Background: an optimization exercise with open tools, aiming at small area, a short achievable clock period and few clock cycles. Do not read the settings as production practice.
In this exercise RTL edits were held to simulation tests only and were not proved equivalent to the original.

==> inputs of run a <==
==> flow/design.v (excerpt) <==
module top (
    input clk,
    output [31:0] InstructionAddress,
    input [31:0] InstructionData,
    output [31:0] DataAddress,
    output [31:0] WriteData,
    input [31:0] ReadData,
    output oe,
    output we,
    input rst
);
Settings: LEC_CHECK=0, CAP_MARGIN=20, CORE_MARGIN=2, CORE_UTILIZATION=45, CTS_CLUSTER_DIAMETER=100, CTS_CLUSTER_SIZE=20, PLACE_DENSITY=0.5, SETUP_SLACK_MARGIN=5.0, SLEW_MARGIN=20, TNS_END_PERCENT=10; clock period 9.0 ns.
standard.sh (not shown) runs the stock make flow with config.mk's settings and CLKGATE_MAP_FILE= SYNTH_SCRIPT=/design/flow/synth_recipe.tcl, a recipe that flattens the netlist after the stock synthesis.
==> flow/flow/run.sh <==
#!/bin/bash
# The standard layout (standard.sh), with the input and output port buffers
# made of sky130_fd_sc_hd__buf_4 rather than the cell buffer_ports picks by
# default (a slow delay cell). Every port is still buffered.
export BUFFER_PORTS_ARGS="-buffer_cell sky130_fd_sc_hd__buf_4"
bash standard.sh > standard.log 2>&1
==> run b (differences from run a) <==
==> flow/design.v (replaced) <==
`default_nettype none
module top (
    input clk,
    output [31:0] InstructionAddress,
    input [31:0] InstructionData,
    output [31:0] DataAddress,
    output [31:0] WriteData,
    input [31:0] ReadData,
    output oe,
    output we,
    input rst
);
  reg  [31:2] pc;   
  reg  [31:2] pcD;   
  reg         pT;   
  reg  [31:0] ir;
  reg         vD;
  reg  [ 4:0] irB;   
  reg hAE, hAM, hAW, hBE, hBM, hBW;   
  reg  [31:0] eA, eB, eS;
  reg  [ 3:0] eFn;
  reg         eSub, eSlowZ;
  reg  [ 4:0] eSh;   
  reg         eWen, eLd, eSt;
  reg  [ 4:0] eRc;
  reg  [31:0] mY, mS;
  reg         mWen, mLd, mSt;
  reg  [ 4:0] mRc;
  reg         mZ, wZ;   
  reg  [31:0] wY;
  reg         wWen, wLd;
  reg  [ 4:0] wRc;
  reg  [31:0] rf   [0:30];
  reg  [30:0] rfv;
  assign InstructionAddress = {pc, 2'b00};
  assign DataAddress = mY;
  assign WriteData = mS;
  assign oe = mLd;
  assign we = mSt;
  wire [5:0] op = ir[31:26];
  wire [4:0] rc = ir[25:21];
  wire [4:0] ra = ir[20:16];
  wire [4:0] rb = ir[15:11];
  wire [31:0] sxt = {{16{ir[15]}}, ir[15:0]};
  wire isAlu = op[5] & ~((op[3:1] == 3'b001) | (op[2:0] == 3'b111));
  wire isAluR = isAlu & ~op[4];
  wire isHalt = (op == 6'b0);
  wire o5 = ~op[5] & ~isHalt;   
  wire isLd = o5 & (op[2:0] == 3'b000);
  wire isSt = o5 & (op[2:0] == 3'b001);
  wire isJmp = o5 & (op[2:0] == 3'b011);
  wire isBeq = o5 & (op[2:0] == 3'b101);
  wire isBne = o5 & (op[2:0] == 3'b110);
  wire isLdr = o5 & (op[2:0] == 3'b111);
  wire isIll = ~isHalt & ~isAlu & ~isLd & ~isSt & ~isJmp & ~isBeq & ~isBne & ~isLdr;
  wire isBr = isBeq | isBne;
  wire link = isJmp | isBr | isIll;
  wire [4:0] rbx = irB;
  wire useA = ~isLdr;
  wire useB = isAluR | isSt;
  wire [31:0] aluY;
  wire zE;
  wire [31:0] wd = wLd ? ReadData : wY;
  function automatic [31:0] rfread(input [4:0] r);
    integer i;
    begin
      rfread = 32'b0;
      for (i = 0; i < 31; i = i + 1) rfread = rfread | (rf[i] & {32{(r == i) & rfv[i]}});
    end
  endfunction
  wire eHitA = hAE;
  wire eHitB = hBE;
  wire mHitA = hAM;
  wire mHitB = hBM;
  wire wHitA = hAW;
  wire wHitB = hBW;
  wire [31:0] rdA0 = mHitA ? mY : (wHitA ? wd : rfread(ra));
  wire [31:0] rdB0 = mHitB ? mY : (wHitB ? wd : rfread(rbx));
  wire [31:0] rdA = eHitA ? aluY : rdA0;
  wire [31:0] rdB = eHitB ? aluY : rdB0;
  wire ldHaz = ((eLd & eHitA) | (mLd & mHitA)) & useA | ((eLd & eHitB) | (mLd & mHitB)) & useB;
  wire stall = vD & (isHalt | ldHaz | (isBr & eHitA & eSlowZ) | ((isBr | isJmp) & wHitA & wLd));
  wire go = vD & ~stall;
  reg [30:0] rfz;   
  reg zRF;
  integer q;
  always @* begin
    zRF = 1'b1;
    for (q = 0; q < 31; q = q + 1) if (ra == q && rfv[q] && !rfz[q]) zRF = 1'b0;
  end
  wire zW = wLd ? (ReadData == 32'b0) : wZ;
  wire z = eHitA ? zE : (mHitA ? mZ : (wHitA ? wZ : zRF));   
  wire [31:2] brT = pcD + sxt[29:0];
  wire taken = (isBeq & z) | (isBne & ~z);
  wire redirect = go & ((taken ^ pT) | isJmp | isIll);
  wire [31:2] target = isJmp ? rdA[31:2] : (isIll ? 30'd1 : (pT ? pcD : brT));
  wire [5:0] fop = InstructionData[31:26];
  wire fo5 = ~fop[5] & (fop != 6'b0);
  wire fBeq = fo5 & (fop[2:0] == 3'b101);
  wire fBne = fo5 & (fop[2:0] == 3'b110);
  wire fRa31 = (InstructionData[20:16] == 5'd31);
  wire fPred = (fBeq & fRa31) | ((fBeq | fBne) & InstructionData[15] & ~(fBne & fRa31));
  wire [31:2] pcInc = pc + 30'd1;
  wire [30:0] fT1 = {pc, 1'b1} + {{14{InstructionData[15]}}, InstructionData[15:0], 1'b1};
  wire [31:2] fT = fT1[30:1];   
  always @(posedge clk) begin
    if (rst) begin
      pc <= 30'b0;
      vD <= 1'b0;
      pT <= 1'b0;
    end else if (!stall) begin
      pc <= redirect ? target : (fPred ? fT : pcInc);
      vD <= ~redirect;
      pT <= fPred;
    end
    if (!stall) ir <= InstructionData;
    if (!stall) pcD <= pcInc;
    if (!stall) irB <= nrb;
    if (rst) begin
      {hAE, hAM, hAW, hBE, hBM, hBW} <= 6'b0;
    end else begin
      hAE <= eWenN & (eRcN == nra);
      hAM <= eWen & (eRc == nra);
      hAW <= mWen & (mRc == nra);
      hBE <= eWenN & (eRcN == nrb);
      hBM <= eWen & (eRc == nrb);
      hBW <= mWen & (mRc == nrb);
    end
  end
  wire [31:0] id = InstructionData;
  wire idSt = ~id[31] & (id[28:26] == 3'b001);
  wire [4:0] nra = stall ? ra : id[20:16];
  wire [4:0] nrb = stall ? irB : (idSt ? id[25:21] : id[15:11]);
  wire sub = isAlu & ((op[3:0] == 4'b0001) | (op[3:2] == 2'b01));
  wire [31:0] imm = link ? 32'b0 : (isLdr ? {sxt[29:0], 2'b00} : sxt);
  wire [31:0] bsel = isAluR ? rdB : imm;
  wire [4:0] eRcN = isIll ? 5'd30 : rc;
  wire eWenN = go & ~isSt & (eRcN != 5'd31);
  always @(posedge clk) begin
    if (rst) begin
      eWen <= 1'b0;
      eLd  <= 1'b0;
      eSt  <= 1'b0;
    end else begin
      eWen <= eWenN;
      eLd  <= go & (isLd | isLdr);
      eSt  <= go & isSt;
    end
    eRc <= eRcN;
    eA <= (isLdr | link) ? {pcD, 2'b00} : rdA;
    eB <= sub ? ~bsel : bsel;
    eSub <= sub;
    eFn <= isAlu ? op[3:0] : 4'b0000;
    eSlowZ <= isAlu & (op[3] ? op[2] : (op[2] & (op[1:0] != 2'b00)));
    eS <= rdB;
    eSh <= (isAlu & op[3] & op[2]) ? bsel[4:0] : 5'b0;
  end
  wire [32:0] sum1 = {eA, eSub} + {eB, eSub};   
  wire [31:0] sum = sum1[32:1];
  wire [31:0] t = eA ^ eB;
  wire eq = &t;   
  wire lt = (eA[31] == eB[31]) ? eA[31] : sum[31];
  wire [31:0] lg = eFn[1] ? (eFn[0] ? ~t : t) : (eFn[0] ? (eA | eB) : (eA & eB));
  wire cmp = (eFn[1:0] == 2'b00) ? eq : (eFn[1:0] == 2'b01) ? lt : (lt | eq);
  wire shl = (eFn[1:0] == 2'b00);
  wire fill = (eFn[1:0] == 2'b10) & eA[31];
  reg [31:0] shin, shout, shr;
  integer k;
  always @* begin
    for (k = 0; k < 32; k = k + 1) shin[k] = shl ? eA[31-k] : eA[k];
    shr = shin;
    if (eSh[0]) shr = {{1{fill}}, shr[31:1]};
    if (eSh[1]) shr = {{2{fill}}, shr[31:2]};
    if (eSh[2]) shr = {{4{fill}}, shr[31:4]};
    if (eSh[3]) shr = {{8{fill}}, shr[31:8]};
    if (eSh[4]) shr = {{16{fill}}, shr[31:16]};
    for (k = 0; k < 32; k = k + 1) shout[k] = shl ? shr[31-k] : shr[k];
  end
  assign aluY = (eFn[3:2] == 2'b00) ? sum :
                (eFn[3:2] == 2'b01) ? {31'b0, cmp} :
                (eFn[3:2] == 2'b10) ? lg : shout;
  wire zSum = (t == {eA[30:0] | eB[30:0], eSub});
  assign zE = (eFn[3:2] == 2'b00) ? zSum : (eFn[3:2] == 2'b01) ? ~eq : ~|lg;
  always @(posedge clk) begin
    if (rst) begin
      mWen <= 1'b0;
      mLd  <= 1'b0;
      mSt  <= 1'b0;
      wWen <= 1'b0;
    end else begin
      mWen <= eWen;
      mLd  <= eLd;
      mSt  <= eSt;
      wWen <= mWen;
    end
    mRc <= eRc;
    mY  <= aluY;
    mZ  <= (aluY == 32'b0);
    wZ  <= mZ;
    mS  <= eS;
    wLd <= mLd;
    wRc <= mRc;
    wY  <= mY;
  end
  integer j;
  always @(posedge clk) begin
    for (j = 0; j < 31; j = j + 1) begin
      if (wWen && wRc == j) rf[j] <= wd;
      if (wWen && wRc == j) rfz[j] <= zW;
    end
    if (rst) rfv <= 31'b0;
    else
      for (j = 0; j < 31; j = j + 1) begin
        if (wWen && wRc == j) rfv[j] <= 1'b1;
      end
  end
endmodule
==> flow/run.sh (new file) <==
#!/bin/bash
# synth_recipe.tcl (not shown) runs the flow's synth.tcl, then flattens the netlist and writes it again
# the make line also repeats each setting of config.mk as NAME=value (left out here)
make -C /OpenROAD-flow-scripts/flow DESIGN_CONFIG=/design/flow/config.mk WORK_HOME=/design/flow/orfs CLKGATE_MAP_FILE= SYNTH_SCRIPT=/design/flow/synth_recipe.tcl finish
Settings changed: CORE_UTILIZATION 45 to 60, PLACE_DENSITY 0.5 to 0.55.
removed: flow/flow/run.sh
removed: flow/standard.sh
==> run c (differences from run a) <==
==> flow/design.v (replaced) <==
`default_nettype none
module top (
    input clk,
    output [31:0] InstructionAddress,
    input [31:0] InstructionData,
    output [31:0] DataAddress,
    output [31:0] WriteData,
    input [31:0] ReadData,
    output oe,
    output we,
    input rst
);
  reg  [31:2] pc;   
  reg  [31:2] pcD;   
  reg         pT;   
  reg  [31:0] ir;
  reg         vD;
  reg  [ 4:0] irB;   
  reg hAE, hAM, hAW, hBE, hBM, hBW;   
  reg  [31:0] eA, eB, eS;
  reg  [ 3:0] eFn;
  reg         eSub, eSlowZ;
  reg  [ 4:0] eSh;   
  reg         eWen, eLd, eSt;
  reg  [ 4:0] eRc;
  reg  [31:0] mY, mS;
  reg         mWen, mLd, mSt;
  reg  [ 4:0] mRc;
  reg         mZ, wZ;   
  reg  [31:0] wY;
  reg         wWen, wLd;
  reg  [ 4:0] wRc;
  reg  [31:0] rf   [0:30];
  reg  [30:0] rfv;
  assign InstructionAddress = {pc, 2'b00};
  assign DataAddress = mY;
  assign WriteData = mS;
  assign oe = mLd;
  assign we = mSt;
  wire [5:0] op = ir[31:26];
  wire [4:0] rc = ir[25:21];
  wire [4:0] ra = ir[20:16];
  wire [4:0] rb = ir[15:11];
  wire [31:0] sxt = {{16{ir[15]}}, ir[15:0]};
  wire isAlu = op[5] & ~((op[3:1] == 3'b001) | (op[2:0] == 3'b111));
  wire isAluR = isAlu & ~op[4];
  wire isHalt = (op == 6'b0);
  wire o5 = ~op[5] & ~isHalt;   
  wire isLd = o5 & (op[2:0] == 3'b000);
  wire isSt = o5 & (op[2:0] == 3'b001);
  wire isJmp = o5 & (op[2:0] == 3'b011);
  wire isBeq = o5 & (op[2:0] == 3'b101);
  wire isBne = o5 & (op[2:0] == 3'b110);
  wire isLdr = o5 & (op[2:0] == 3'b111);
  wire isIll = ~isHalt & ~isAlu & ~isLd & ~isSt & ~isJmp & ~isBeq & ~isBne & ~isLdr;
  wire isBr = isBeq | isBne;
  wire link = isJmp | isBr | isIll;
  wire [4:0] rbx = irB;
  wire useA = ~isLdr;
  wire useB = isAluR | isSt;
  wire [31:0] aluY;
  wire zE;
  wire [31:0] wd = wLd ? ReadData : wY;
  function automatic [31:0] rfread(input [4:0] r);
    integer i;
    begin
      rfread = 32'b0;
      for (i = 0; i < 31; i = i + 1) rfread = rfread | (rf[i] & {32{(r == i) & rfv[i]}});
    end
  endfunction
  wire eHitA = hAE;
  wire eHitB = hBE;
  wire mHitA = hAM;
  wire mHitB = hBM;
  wire wHitA = hAW;
  wire wHitB = hBW;
  wire [31:0] rdA0 = mHitA ? mY : (wHitA ? wd : rfread(ra));
  wire [31:0] rdB0 = mHitB ? mY : (wHitB ? wd : rfread(rbx));
  wire [31:0] rdA = eHitA ? aluY : rdA0;
  wire [31:0] rdB = eHitB ? aluY : rdB0;
  wire ldHaz = ((eLd & eHitA) | (mLd & mHitA)) & useA | ((eLd & eHitB) | (mLd & mHitB)) & useB;
  wire stall = vD & (isHalt | ldHaz | (isBr & eHitA & eSlowZ));
  wire go = vD & ~stall;
  reg [30:0] rfz;   
  reg zRF;
  integer q;
  always @* begin
    zRF = 1'b1;
    for (q = 0; q < 31; q = q + 1) if (ra == q && rfv[q] && !rfz[q]) zRF = 1'b0;
  end
  wire zW = wLd ? (ReadData == 32'b0) : wZ;
  wire z = eHitA ? zE : (mHitA ? mZ : (wHitA ? zW : zRF));
  wire [31:2] brT = pcD + sxt[29:0];
  wire taken = (isBeq & z) | (isBne & ~z);
  wire redirect = go & ((taken ^ pT) | isJmp | isIll);
  wire [31:2] target = isJmp ? rdA[31:2] : (isIll ? 30'd1 : (pT ? pcD : brT));
  wire [5:0] fop = InstructionData[31:26];
  wire fo5 = ~fop[5] & (fop != 6'b0);
  wire fBeq = fo5 & (fop[2:0] == 3'b101);
  wire fBne = fo5 & (fop[2:0] == 3'b110);
  wire fRa31 = (InstructionData[20:16] == 5'd31);
  wire fPred = (fBeq & fRa31) | ((fBeq | fBne) & InstructionData[15] & ~(fBne & fRa31));
  wire [31:2] pcInc = pc + 30'd1;
  wire [31:2] fT = pcInc + {{14{InstructionData[15]}}, InstructionData[15:0]};
  always @(posedge clk) begin
    if (rst) begin
      pc <= 30'b0;
      vD <= 1'b0;
      pT <= 1'b0;
    end else if (!stall) begin
      pc <= redirect ? target : (fPred ? fT : pcInc);
      vD <= ~redirect;
      pT <= fPred;
    end
    if (!stall) ir <= InstructionData;
    if (!stall) pcD <= pcInc;
    if (!stall) irB <= nrb;
    if (rst) begin
      {hAE, hAM, hAW, hBE, hBM, hBW} <= 6'b0;
    end else begin
      hAE <= eWenN & (eRcN == nra);
      hAM <= eWen & (eRc == nra);
      hAW <= mWen & (mRc == nra);
      hBE <= eWenN & (eRcN == nrb);
      hBM <= eWen & (eRc == nrb);
      hBW <= mWen & (mRc == nrb);
    end
  end
  wire [31:0] id = InstructionData;
  wire idSt = ~id[31] & (id[28:26] == 3'b001);
  wire [4:0] nra = stall ? ra : id[20:16];
  wire [4:0] nrb = stall ? irB : (idSt ? id[25:21] : id[15:11]);
  wire sub = isAlu & ((op[3:0] == 4'b0001) | (op[3:2] == 2'b01));
  wire [31:0] imm = link ? 32'b0 : (isLdr ? {sxt[29:0], 2'b00} : sxt);
  wire [31:0] bsel = isAluR ? rdB : imm;
  wire [4:0] eRcN = isIll ? 5'd30 : rc;
  wire eWenN = go & ~isSt & (eRcN != 5'd31);
  always @(posedge clk) begin
    if (rst) begin
      eWen <= 1'b0;
      eLd  <= 1'b0;
      eSt  <= 1'b0;
    end else begin
      eWen <= eWenN;
      eLd  <= go & (isLd | isLdr);
      eSt  <= go & isSt;
    end
    eRc <= eRcN;
    eA <= (isLdr | link) ? {pcD, 2'b00} : rdA;
    eB <= sub ? ~bsel : bsel;
    eSub <= sub;
    eFn <= isAlu ? op[3:0] : 4'b0000;
    eSlowZ <= isAlu & (op[3] ? op[2] : (op[2] & (op[1:0] != 2'b00)));
    eS <= rdB;
    eSh <= (isAlu & op[3] & op[2]) ? bsel[4:0] : 5'b0;
  end
  wire [32:0] sum1 = {eA, eSub} + {eB, eSub};   
  wire [31:0] sum = sum1[32:1];
  wire [31:0] t = eA ^ eB;
  wire eq = &t;   
  wire lt = (eA[31] == eB[31]) ? eA[31] : sum[31];
  wire [31:0] lg = eFn[1] ? (eFn[0] ? ~t : t) : (eFn[0] ? (eA | eB) : (eA & eB));
  wire cmp = (eFn[1:0] == 2'b00) ? eq : (eFn[1:0] == 2'b01) ? lt : (lt | eq);
  wire shl = (eFn[1:0] == 2'b00);
  wire fill = (eFn[1:0] == 2'b10) & eA[31];
  reg [31:0] shin, shout, shr;
  integer k;
  always @* begin
    for (k = 0; k < 32; k = k + 1) shin[k] = shl ? eA[31-k] : eA[k];
    shr = shin;
    if (eSh[0]) shr = {{1{fill}}, shr[31:1]};
    if (eSh[1]) shr = {{2{fill}}, shr[31:2]};
    if (eSh[2]) shr = {{4{fill}}, shr[31:4]};
    if (eSh[3]) shr = {{8{fill}}, shr[31:8]};
    if (eSh[4]) shr = {{16{fill}}, shr[31:16]};
    for (k = 0; k < 32; k = k + 1) shout[k] = shl ? shr[31-k] : shr[k];
  end
  assign aluY = (eFn[3:2] == 2'b00) ? sum :
                (eFn[3:2] == 2'b01) ? {31'b0, cmp} :
                (eFn[3:2] == 2'b10) ? lg : shout;
  wire zSum = (t == {eA[30:0] | eB[30:0], eSub});
  assign zE = (eFn[3:2] == 2'b00) ? zSum : (eFn[3:2] == 2'b01) ? ~eq : ~|lg;
  always @(posedge clk) begin
    if (rst) begin
      mWen <= 1'b0;
      mLd  <= 1'b0;
      mSt  <= 1'b0;
      wWen <= 1'b0;
    end else begin
      mWen <= eWen;
      mLd  <= eLd;
      mSt  <= eSt;
      wWen <= mWen;
    end
    mRc <= eRc;
    mY  <= aluY;
    mZ  <= (aluY == 32'b0);
    wZ  <= mZ;
    mS  <= eS;
    wLd <= mLd;
    wRc <= mRc;
    wY  <= mY;
  end
  integer j;
  always @(posedge clk) begin
    for (j = 0; j < 31; j = j + 1) begin
      if (wWen && wRc == j) rf[j] <= wd;
      if (wWen && wRc == j) rfz[j] <= zW;
    end
    if (rst) rfv <= 31'b0;
    else
      for (j = 0; j < 31; j = j + 1) begin
        if (wWen && wRc == j) rfv[j] <= 1'b1;
      end
  end
endmodule
==> flow/run.sh (new file) <==
#!/bin/bash
# synth_recipe.tcl (not shown) runs the flow's synth.tcl, then flattens the netlist and writes it again
# the make line also repeats each setting of config.mk as NAME=value (left out here)
make -C /OpenROAD-flow-scripts/flow DESIGN_CONFIG=/design/flow/config.mk WORK_HOME=/design/flow/orfs CLKGATE_MAP_FILE= SYNTH_SCRIPT=/design/flow/synth_recipe.tcl finish
Settings changed: CTS_CLUSTER_DIAMETER 100 to not set, CTS_CLUSTER_SIZE 20 to not set, TNS_END_PERCENT 10 to not set.
removed: flow/flow/run.sh
removed: flow/standard.sh
==> run d (differences from run a) <==
--- a/flow/design.v
+++ b/flow/design.v
@@ -10,17 +10,18 @@
     output we,
     input rst
 );
   reg  [31:2] pc;   
   reg  [31:2] pcD;   
   reg         pT;   
   reg  [31:0] ir;
   reg         vD;
-  reg  [ 4:0] irB;   
+  reg  [30:0] selA, selB;   
+  integer u;
   reg hAE, hAM, hAW, hBE, hBM, hBW;   
   reg  [31:0] eA, eB, eS;
   reg  [ 3:0] eFn;
   reg         eSub;
   reg         eBr, eBeq, ePT;   
   reg  [ 4:0] eSh;   
   reg         eWen, eLd, eSt;
   reg  [ 4:0] eRc;
@@ -50,50 +51,50 @@
   wire isSt = o5 & (op[2:0] == 3'b001);
   wire isJmp = o5 & (op[2:0] == 3'b011);
   wire isBeq = o5 & (op[2:0] == 3'b101);
   wire isBne = o5 & (op[2:0] == 3'b110);
   wire isLdr = o5 & (op[2:0] == 3'b111);
   wire isIll = ~isHalt & ~isAlu & ~isLd & ~isSt & ~isJmp & ~isBeq & ~isBne & ~isLdr;
   wire isBr = isBeq | isBne;
   wire link = isJmp | isBr | isIll;
-  wire [4:0] rbx = irB;
+  wire [4:0] rbx = isSt ? rc : rb;
   wire useA = ~isLdr;
   wire useB = isAluR | isSt;
   wire [31:0] aluY;
   wire [31:0] wd = wLd ? ReadData : wY;
-  function automatic [31:0] rfread(input [4:0] r, input [991:0] regs, input [30:0] v);
+  function automatic [31:0] rfread(input [30:0] sel, input [991:0] regs);
     integer i;
     begin
       rfread = 32'b0;
-      for (i = 0; i < 31; i = i + 1) rfread = rfread | (regs[i*32+:32] & {32{(r == i) & v[i]}});
+      for (i = 0; i < 31; i = i + 1) rfread = rfread | (regs[i*32+:32] & {32{sel[i]}});
     end
   endfunction
   wire eHitA = hAE;
   wire eHitB = hBE;
   wire mHitA = hAM;
   wire mHitB = hBM;
   wire wHitA = hAW;
   wire wHitB = hBW;
-  wire [31:0] rdA0 = mHitA ? mY : (wHitA ? wd : rfread(ra, rf, rfv));
-  wire [31:0] rdB0 = mHitB ? mY : (wHitB ? wd : rfread(rbx, rf, rfv));
+  wire [31:0] rdA0 = mHitA ? mY : (wHitA ? wd : rfread(selA, rf));
+  wire [31:0] rdB0 = mHitB ? mY : (wHitB ? wd : rfread(selB, rf));
   wire [31:0] rdA = eHitA ? aluY : rdA0;
   wire [31:0] rdB = eHitB ? aluY : rdB0;
   wire ldHaz = ((eLd & eHitA) | (mLd & mHitA)) & useA | ((eLd & eHitB) | (mLd & mHitB)) & useB;
   wire stall = vD & (isHalt | ldHaz | ((isBr | isJmp) & wHitA & wLd));
   wire mZ = (mY == 32'b0);
   wire eRedir = eBr & ((eBeq ? mZ : ~mZ) ^ ePT);
   wire go = vD & ~stall & ~eRedir;
   wire defer = isBr & eHitA;
   reg [30:0] rfz;   
   reg zRF;
   integer q;
   always @* begin
     zRF = 1'b1;
-    for (q = 0; q < 31; q = q + 1) if (ra == q && rfv[q] && !rfz[q]) zRF = 1'b0;
+    for (q = 0; q < 31; q = q + 1) if (selA[q] && !rfz[q]) zRF = 1'b0;
   end
   wire wZ = (wY == 32'b0);
   wire zW = wLd ? (ReadData == 32'b0) : wZ;
   wire z = mHitA ? mZ : (wHitA ? wZ : zRF);   
   wire [31:2] brT = pcD + sxt[29:0];
   wire [5:0] fop = InstructionData[31:26];
   wire fo5 = ~fop[5] & (fop != 6'b0);
   wire fBeq = fo5 & (fop[2:0] == 3'b101);
@@ -122,32 +123,40 @@
       vD <= 1'b0;
     end else if (!stall) begin
       pc <= z ? pcZ : pcNZ;
       vD <= z ? ~rdZ : ~rdNZ;
       pT <= fPred;
     end
     if (!stall) ir <= InstructionData;
     if (!stall) pcD <= pcInc;
-    if (!stall) irB <= nrb;
+    for (u = 0; u < 31; u = u + 1) begin
+      selA[u] <= (nra == u) & rfvN[u];
+      selB[u] <= (nrb == u) & rfvN[u];
+    end
     if (rst) begin
       {hAE, hAM, hAW, hBE, hBM, hBW} <= 6'b0;
     end else begin
       hAE <= eWenN & (eRcN == nra);
       hAM <= eWen & (eRc == nra);
       hAW <= mWen & (mRc == nra);
       hBE <= eWenN & (eRcN == nrb);
       hBM <= eWen & (eRc == nrb);
       hBW <= mWen & (mRc == nrb);
     end
   end
   wire [31:0] id = InstructionData;
   wire idSt = ~id[31] & (id[28:26] == 3'b001);
   wire [4:0] nra = stall ? ra : id[20:16];
-  wire [4:0] nrb = stall ? irB : (idSt ? id[25:21] : id[15:11]);
+  wire [4:0] nrb = stall ? rbx : (idSt ? id[25:21] : id[15:11]);
+  reg [30:0] rfvN;
+  integer n;
+  always @* begin
+    for (n = 0; n < 31; n = n + 1) rfvN[n] = ~rst & (rfv[n] | (wWen && wRc == n));
+  end
   wire sub = isAlu & ((op[3:0] == 4'b0001) | (op[3:2] == 2'b01));
   wire [31:0] imm = link ? 32'b0 : (isLdr ? {sxt[29:0], 2'b00} : sxt);
   wire [31:0] bsel0 = isAluR ? rdB0 : imm;
   wire bFwd = eHitB & isAluR;   
   wire aFwd = eHitA & ~(isLdr | link);
   wire [31:0] aluYx = sub ? ~aluY : aluY;
   wire [4:0] eRcN = isIll ? 5'd30 : rc;
   wire eWenN = go & ~isSt & (eRcN != 5'd31);
==> results.cfg <==
[layout]
n_antenna_cell = 4

[routing]
drtPass1Iterations = 12

[run_status]
outcome = finished clean

[critical_path]
critical_path_required_ns = 9.62
[end of results for run d]
==> results.cfg <==
[run_status]
outcome = finished clean

[pwr]
netSwitchingFraction_pct = 29.42

[layout]
n_antenna_cell = 8
fin_area_um2 = 76280

[routing]
drtPass1Iterations = 13

[critical_path]
critical_path_required_ns = 9.59
[end of results for run b]
==> results.cfg <==
[run_status]
outcome = finished clean

[hold_path]
worst_hold_path.endpoint = mS[4]$_DFF_P_

[critical_path]
critical_path_required_ns = 9.76

[routing]
drtPass1Iterations = 9

[layout]
n_antenna_cell = 19
[end of results for run c]
==> results.cfg <==
[run_status]
outcome = finished clean

[routing]
antenna_left = 0
drtPass1Iterations = 12

[synth]
syn_inst = 6131
synthSimpleGateAreaFrac_pct = 11.92

[critical_path]
critical_path_required_ns = 9.64

[layout]
n_clock_buffer = 115
n_antenna_cell = 13
[end of results for run a]
Testbench counts of run a, summed over its fixed seeds: cycles 68,480.
Testbench counts of run b, summed over its fixed seeds: cycles 67,753.
Testbench counts of run c, summed over its fixed seeds: cycles 67,600.
Testbench counts of run d, summed over its fixed seeds: cycles 68,480.

## static timing again, ports no longer ideal
The flow's constraints put no driver on any port. The routed layouts listed below were extracted and timed again, unchanged, in two steps.
Step 1 assumes that a clkbuf_16 drives the clock port and a buf_2 every other input.
Step 2 moves the port delays by t, midway between the first and last clock arrival at a register: inputs arrive t later, outputs are due t later. That takes back most of the time a late clock gives input paths.
Three values: ideal ports, drivers, drivers and shift; two values: the first two.
run | t, ns | setup slack, ns | worst setup path at the end
run a | 0.803 | 4.823 / 4.823 / 4.194 | input to register
run b | 0.813 | 4.592 / 4.592 / 4.094 | input to register
run c | 0.905 | 4.689 / 4.689 / 3.891 | input to register
run d | 0.817 | 4.834 / 4.834 / 4.255 | input to register
After both steps every run listed still meets setup and hold. For run c, which loses most, drivers alone change the setup slack by 0.000 ns; drivers and shift together by -0.798 ns.
